What follows belongs to an exercise in optimizing a design on an open flow for small area and a short achievable clock period; a production flow would make more cautious choices.
Where RTL was checked, it was by simulation tests only, not by an equivalence proof against the original.
Power figures rest on the tool's default switching activity, not on a simulated workload.

## amber
==> flow/design.v (excerpt) <==
module statem(
	input	wire		clk,
	input	wire		rst,
	input	wire[15:0]	sw,
	output	wire[15:0]	Fout
	);
	reg[1:0]	i;
	reg		show;		 
	reg[15:0]	A0;
	reg[15:0]	B0;
	reg		cin;
	reg		c4, c8, c12;
	wire	i0 = (i == 2'd0);
	wire	i1 = (i == 2'd1);
	wire	i2 = (i == 2'd2);
	wire	i3 = (i == 2'd3);
	wire	o_add = (sw[3:0] == 4'b0001);
	wire	o_sub = (sw[3:0] == 4'b0010);
	wire[15:0]	bn = ({16{i1}} & sw) | ({16{i2 & o_add}} & B0) | ({16{i2 & o_sub}} & ~B0);
	wire		cn = i2 & o_sub;
	wire[15:0]	pn = A0 ^ bn;
	wire[15:0]	gn = A0 & bn;
	wire[16:0]	cc;
	cla16 nc(.g(gn), .p(pn), .ci(cn), .c(cc));
	wire[15:0]	p = A0 ^ B0;
	wire[15:0]	g = A0 & B0;
	genvar k;
	wire[16:0]	c;
	assign c[0] = cin;
	assign c[4] = c4;
	assign c[8] = c8;
	assign c[12] = c12;
	generate
		for (k = 0; k < 16; k = k + 1) begin : fc
			if (k % 4 != 3)
				assign c[k+1] = g[k] | (p[k] & c[k]);
		end
	endgenerate
	assign c[16] = g[15] | (p[15] & c[15]);
	wire[15:0]	s = p ^ c[15:0];
	assign Fout = {16{show}} & s;
	wire	SF = s[15];
	wire	ZF = ~(|s);
	wire	CF = c[16] ^ cin;
	wire	OF = (c[15] ^ c[16]) & ~(cin & ~(|A0));
	wire[15:0]	res;
	alu a(.en(i2), .op(sw[3:0]), .A(A0), .B(B0), .p(p), .g(g), .res(res));
	always @(posedge clk or negedge rst) begin
		if (rst == 0) begin
			i <= 2'd0;
			show <= 1'b0;
		end else begin
			i <= i + 2'd1;
			if (i2)
				show <= 1'b1;
		end
	end
  ...
For scale: ~610 cells after synthesis, about 39 flip-flops, roughly 34 I/O pins, about 3800 sq um of cells after synthesis.
==> flow/config.mk <==
export PLATFORM = sky130hd
export DESIGN_NAME = statem
export DESIGN_NICKNAME = statem
export VERILOG_FILES = /design/flow/design.v
export SDC_FILE = /design/flow/constraint.sdc
export NUM_CORES = 4
export LEC_CHECK = 0
export CAP_MARGIN = 20
export CORE_MARGIN = 2
export CORE_UTILIZATION = 40
export SETUP_SLACK_MARGIN = 2.5
export SLEW_MARGIN = 20
==> flow/constraint.sdc <==
create_clock -name core_clock -period 6.0 [get_ports {clk}]
set_input_delay 1.2000 -clock core_clock [delete_from_list [all_inputs] [get_ports {clk}]]
set_output_delay 1.2000 -clock core_clock [all_outputs]
set_load 0.01 [all_outputs]
standard.sh (not shown) runs the stock make flow with config.mk's settings and CLKGATE_MAP_FILE= SYNTH_SCRIPT=/design/flow/synth_recipe.tcl, a recipe that flattens the netlist after the stock synthesis.
==> flow/flow/run.sh <==
#!/bin/bash
# Own flow: the standard layout, except that synthesis leaves adders to ABC
# (no full/half-adder cells) and maps with the ABC script in flow/abc.script.
set -euo pipefail
W=$(pwd)
# scripts folder = ORFS's scripts, with abc_area.script replaced by ours
mkdir -p "$W/scripts_own"
for f in "$FLOW_HOME"/scripts/*; do ln -sf "$f" "$W/scripts_own/"; done
rm -f "$W/scripts_own/abc_area.script"
cp "$W/flow/abc.script" "$W/scripts_own/abc_area.script"
make -C "$FLOW_HOME" DESIGN_CONFIG="$W/config.mk" WORK_HOME="$W/orfs" CLKGATE_MAP_FILE= \
	SYNTH_SCRIPT="$W/synth_recipe.tcl" SCRIPTS_DIR="$W/scripts_own" \
	ADDER_MAP_FILE= ABC_AREA=1 synth > "$W/synth.log" 2>&1
# the rest of the standard flow (synthesis is up to date, so make skips it)
bash "$W/standard.sh" > "$W/layout.log" 2>&1
==> flow/flow/abc.script <==
strash
dch -f
map -a
topo
Input-level comparison between indigo and amber:
==> flow/flow/abc.script <==
strash
&get -n
&st
&dch -f
&nf -a
&put
topo
--- a/flow/config.mk
+++ b/flow/config.mk
@@ -11 +11 @@
-export SETUP_SLACK_MARGIN = 2.5
+export SETUP_SLACK_MARGIN = 3.4
--- outcome ---
- indigo: no failed stages, no open violations at the end
- The total power of indigo was superior to that of amber.
- indigo ended up with Fout[7] as its critical path endpoint; amber ended up with Fout[11].
- Diff amber -> indigo: met3 usage in global routing saw an increase; utilization saw an increase.
- Looking only at power consumed by combinational cells, and setting everything else aside, the lower value of amber and indigo goes to amber.
Relative to indigo, the following input files were edited for sierra:
--- a/flow/flow/run.sh
+++ b/flow/flow/run.sh
@@ -14 +14,3 @@
-# the rest of the standard flow (synthesis is up to date, so make skips it)
+# the rest of the standard flow (synthesis is up to date, so make skips it),
+# with plain buffers on the ports
+export BUFFER_PORTS_ARGS="-buffer_cell sky130_fd_sc_hd__buf_2"
--- a/flow/config.mk
+++ b/flow/config.mk
@@ -11 +11 @@
-export SETUP_SLACK_MARGIN = 3.4
+export SETUP_SLACK_MARGIN = 2.5
Findings:
- sierra completed; timing, DRC and antenna clean
- In the reports for indigo and sierra, the larger number of optimization iterations in the first detailed-route pass belongs to indigo.
- Via count sits lower in sierra than in indigo.
- Going from indigo to sierra, headroom to the max-slew limit shrinks by 29 points.
- Global-route usage ended up 6.3 points lower on sierra than on indigo.
- Of indigo and sierra, sierra shows the higher transition time at the pin with the least slew margin, with indigo below it.
- sierra reports a lower layout-stage area growth over the synthesis result than indigo does.
- Of the two values seen for worst setup path endpoint, Fout[7] was produced by indigo and Fout[11] by sierra.
- sierra vs. indigo: non-clock buffer count decreased 74, number of instances resized during post-cts repair decreased 191, leakage power figure decreased about 25%.
- Total power of sierra is lower than that of indigo.
Input-level comparison between harbor and sierra:
--- a/flow/flow/run.sh
+++ b/flow/flow/run.sh
@@ -14,3 +14 @@
-# the rest of the standard flow (synthesis is up to date, so make skips it),
-# with plain buffers on the ports
-export BUFFER_PORTS_ARGS="-buffer_cell sky130_fd_sc_hd__buf_2"
+# the rest of the standard flow (synthesis is up to date, so make skips it)
--- a/flow/config.mk
+++ b/flow/config.mk
@@ -11 +11 @@
-export SETUP_SLACK_MARGIN = 2.5
+export SETUP_SLACK_MARGIN = 3.0
## What came out
sierra → harbor: first-pass GRT wire length went up by 9.3%; maximum frequency from static timing analysis did not really move. harbor vs sierra: portion of total power attributed to the clock network down. Cell area: sierra and harbor compared, lower one is sierra. Re count of fill cells added during filler insertion: sierra and harbor aren't equal, and the lower value belongs to harbor. Relative to sierra, sequential share of cell area decreased by 3.6 points in harbor.
> inputs changed (harbor -> nickel)
--- a/flow/config.mk
+++ b/flow/config.mk
@@ -11 +11 @@
-export SETUP_SLACK_MARGIN = 3.0
+export SETUP_SLACK_MARGIN = 2.5
Total power: nickel above harbor
harbor has higher post-synthesis to final-layout area growth than nickel.
In nickel, worst slew margin relative to its limit is higher than in harbor.
Side by side, number of buffers outside the clock class in the layout turned out lower in nickel than in harbor.
The worst hold slack of nickel falls short of that of harbor by 0.012 ns.
Compared with harbor, nickel shows post-layout instance count excluding filler cells lower by about 4%.
nickel vs harbor — first-pass GRT wire length dropped by a few percent
diff inputs: nickel => pepper
==> flow/run.sh (new file) <==
#!/bin/bash
# synth_recipe.tcl (not shown) runs the flow's synth.tcl, then flattens the netlist and writes it again
# the make line also repeats each setting of config.mk as NAME=value (left out here)
make -C /OpenROAD-flow-scripts/flow DESIGN_CONFIG=/design/flow/config.mk WORK_HOME=/design/flow/orfs CLKGATE_MAP_FILE= SYNTH_SCRIPT=/design/flow/synth_recipe.tcl finish
--- a/flow/config.mk
+++ b/flow/config.mk
@@ -11 +11 @@
-export SETUP_SLACK_MARGIN = 2.5
+export SETUP_SLACK_MARGIN = 3.0
removed: flow/flow/run.sh
removed: flow/flow/abc.script
removed: flow/standard.sh
Results
- Count of inserted tapcells grows by a little under 10% when moving from nickel to pepper.
- Summary of pepper over nickel: pre-CTS setup slack went down by 0.080 ns, half-perimeter wire length after placement went up, utilization after layout moved up, final critical delay including setup and external delays now larger.
Function was not checked in any run of this note: the RTL went through the layout flow alone.

========
statem, a different RTL version from the one above (not shown whole).
Size: roughly 520 cells after synthesis, roughly 34 I/O pins, about 0.0038 sq mm of cells after synthesis.
export LEC_CHECK = 0
export CAP_MARGIN = 20
export CORE_MARGIN = 2
export CORE_UTILIZATION = 40
export CTS_BUF_LIST = sky130_fd_sc_hd__clkbuf_16
export CTS_CLUSTER_DIAMETER = 200
export CTS_CLUSTER_SIZE = 50
export SETUP_SLACK_MARGIN = 3.0
export SLEW_MARGIN = 20
create_clock -name core_clock -period 6.0 [get_ports {clk}]
==> flow/flow/run.sh <==
#!/bin/bash
# Own flow: the standard layout, except that synthesis leaves adders to ABC
# (no full/half-adder cells) and maps with the ABC script in flow/abc.script.
set -euo pipefail
W=$(pwd)
# scripts folder = ORFS's scripts, with abc_area.script replaced by ours
mkdir -p "$W/scripts_own"
for f in "$FLOW_HOME"/scripts/*; do ln -sf "$f" "$W/scripts_own/"; done
rm -f "$W/scripts_own/abc_area.script"
cp "$W/flow/abc.script" "$W/scripts_own/abc_area.script"
make -C "$FLOW_HOME" DESIGN_CONFIG="$W/config.mk" WORK_HOME="$W/orfs" CLKGATE_MAP_FILE= \
	SYNTH_SCRIPT="$W/synth_recipe.tcl" SCRIPTS_DIR="$W/scripts_own" \
	ADDER_MAP_FILE= ABC_AREA=1 synth > "$W/synth.log" 2>&1
# the rest of the standard flow (synthesis is up to date, so make skips it),
# with plain buffers on the ports
export BUFFER_PORTS_ARGS="-buffer_cell sky130_fd_sc_hd__buf_1"
bash "$W/standard.sh" > "$W/layout.log" 2>&1
==> flow/flow/abc.script <==
strash
&get -n
&st
&dch -f
&nf -R 60
&put
topo
The first run went through all stages and came out clean.
Change:
Settings changed: CTS_BUF_LIST sky130_fd_sc_hd__clkbuf_16 to unset, CTS_CLUSTER_DIAMETER 200 to unset, CTS_CLUSTER_SIZE 50 to unset.
Effect: The new run went through all stages and came out clean. Total power fell by 11%. Worst setup slack improved by 0.016 ns. Routed wire length drops by 0.51%. Global-route usage barely changes. Final area falls by 1.0%. Synthesized area is unchanged. Clock power came out lower by 29%. Count of clock-buffer cells in the layout is higher by 2. Clock skew is higher by 0.0069 ns.
Change:
Settings changed: CTS_CLUSTER_DIAMETER set to 200, CTS_CLUSTER_SIZE set to 50.
The new run passed the timing, DRC and antenna checks.
Clock skew is unchanged.
Worst setup slack does not change.
Hold slack is unchanged.
Clock-buffer cell count does not change.
Wire length stays the same.
Combinational power hardly moves.
Fmax stays the same.
Cell count stays the same.
Change:
Settings changed: CTS_CLUSTER_DIAMETER 200 to unset, CTS_CLUSTER_SIZE 50 to unset, TNS_END_PERCENT set to 0.
Result:
- die area stays the same
- wire length shrinks by 1.0%
- core utilization grows by 0.34 points
- setup slack gets worse by 0.014 ns
Change:
Settings changed: TNS_END_PERCENT 0 to 30.
The new run completed without violations.
Worst hold slack is worse by 0.0096 ns.
Cell area shrinks by 1.3%.
Maximum frequency falls by 2.3%.
Change:
==> flow/flow/abc.script (replaced) <==
strash
&get -n
&st
&dch -f
&nf -R 50
&put
topo
Settings changed: TNS_END_PERCENT 30 to unset.
Synthesized area hardly moves.
Power grows by 6.8%.
Count of clock-buffer cells in the layout shrinks by 1.

## afterwards: timing with drivers on the ports
No port has a modelled driver above. Below, the same layouts with a new extraction and two added sets of constraints. Step 1 sets driving cells, clkbuf_16 on the clock port and buf_2 on the other inputs (assumed; they add their load-dependent delay and slew). Step 2 also shifts input and output timing later by t, the mid clock arrival at the registers, as if the neighbouring blocks saw the same clock. Slacks: ideal ports / drivers / drivers and shift; pairs: ideal ports / drivers.
| run | t (ns) | setup slack, ns | hold WS [ns] | worst data-port slew with drivers (ns) |
|---|---|---|---|---|
| amber | 0.341 | 2.522 / 2.488 / 2.230 | 0.523 / 0.523 / 0.523 | 0.05 |
| indigo | 0.334 | 2.504 / 2.472 / 2.583 | 0.573 / 0.573 / 0.573 | 0.06 |
| sierra | 0.325 | 2.550 / 2.517 / 2.327 | 0.550 / 0.550 / 0.550 | 0.03 |
| harbor | 0.340 | 2.545 / 2.511 / 2.598 | 0.567 / 0.567 / 0.567 | 0.06 |
| nickel | 0.328 | 2.463 / 2.430 / 2.263 | 0.555 / 0.555 / 0.555 | 0.04 |
| pepper | 0.343 | 2.210 / 2.176 / 2.518 | 0.521 / 0.521 / 0.521 | 0.11 |
| the first run of note 2 | 0.324 | 3.049 / 3.013 / 2.800 | 0.498 / 0.498 / 0.498 | 0.03 |
| the second run of note 2 | 0.333 | 3.065 / 3.034 / 2.781 | 0.503 / 0.503 / 0.503 | 0.03 |
| the third run of note 2 | 0.333 | 3.065 / 3.034 / 2.781 | 0.503 / 0.503 / 0.503 | 0.03 |
| the fourth run of note 2 | 0.332 | 3.051 / 3.018 / 2.771 | 0.513 / 0.513 / 0.513 | 0.04 |
| the fifth run of note 2 | 0.334 | 2.983 / 2.953 / 2.782 | 0.504 / 0.504 / 0.504 | 0.03 |
| the sixth run of note 2 | 0.336 | 3.066 / 3.034 / 2.776 | 0.493 / 0.493 / 0.493 | 0.03 |
After both steps every run listed still meets setup and hold. The setup slack of amber, which loses most, moves by -0.034 ns with the drivers and by -0.292 ns with both steps.
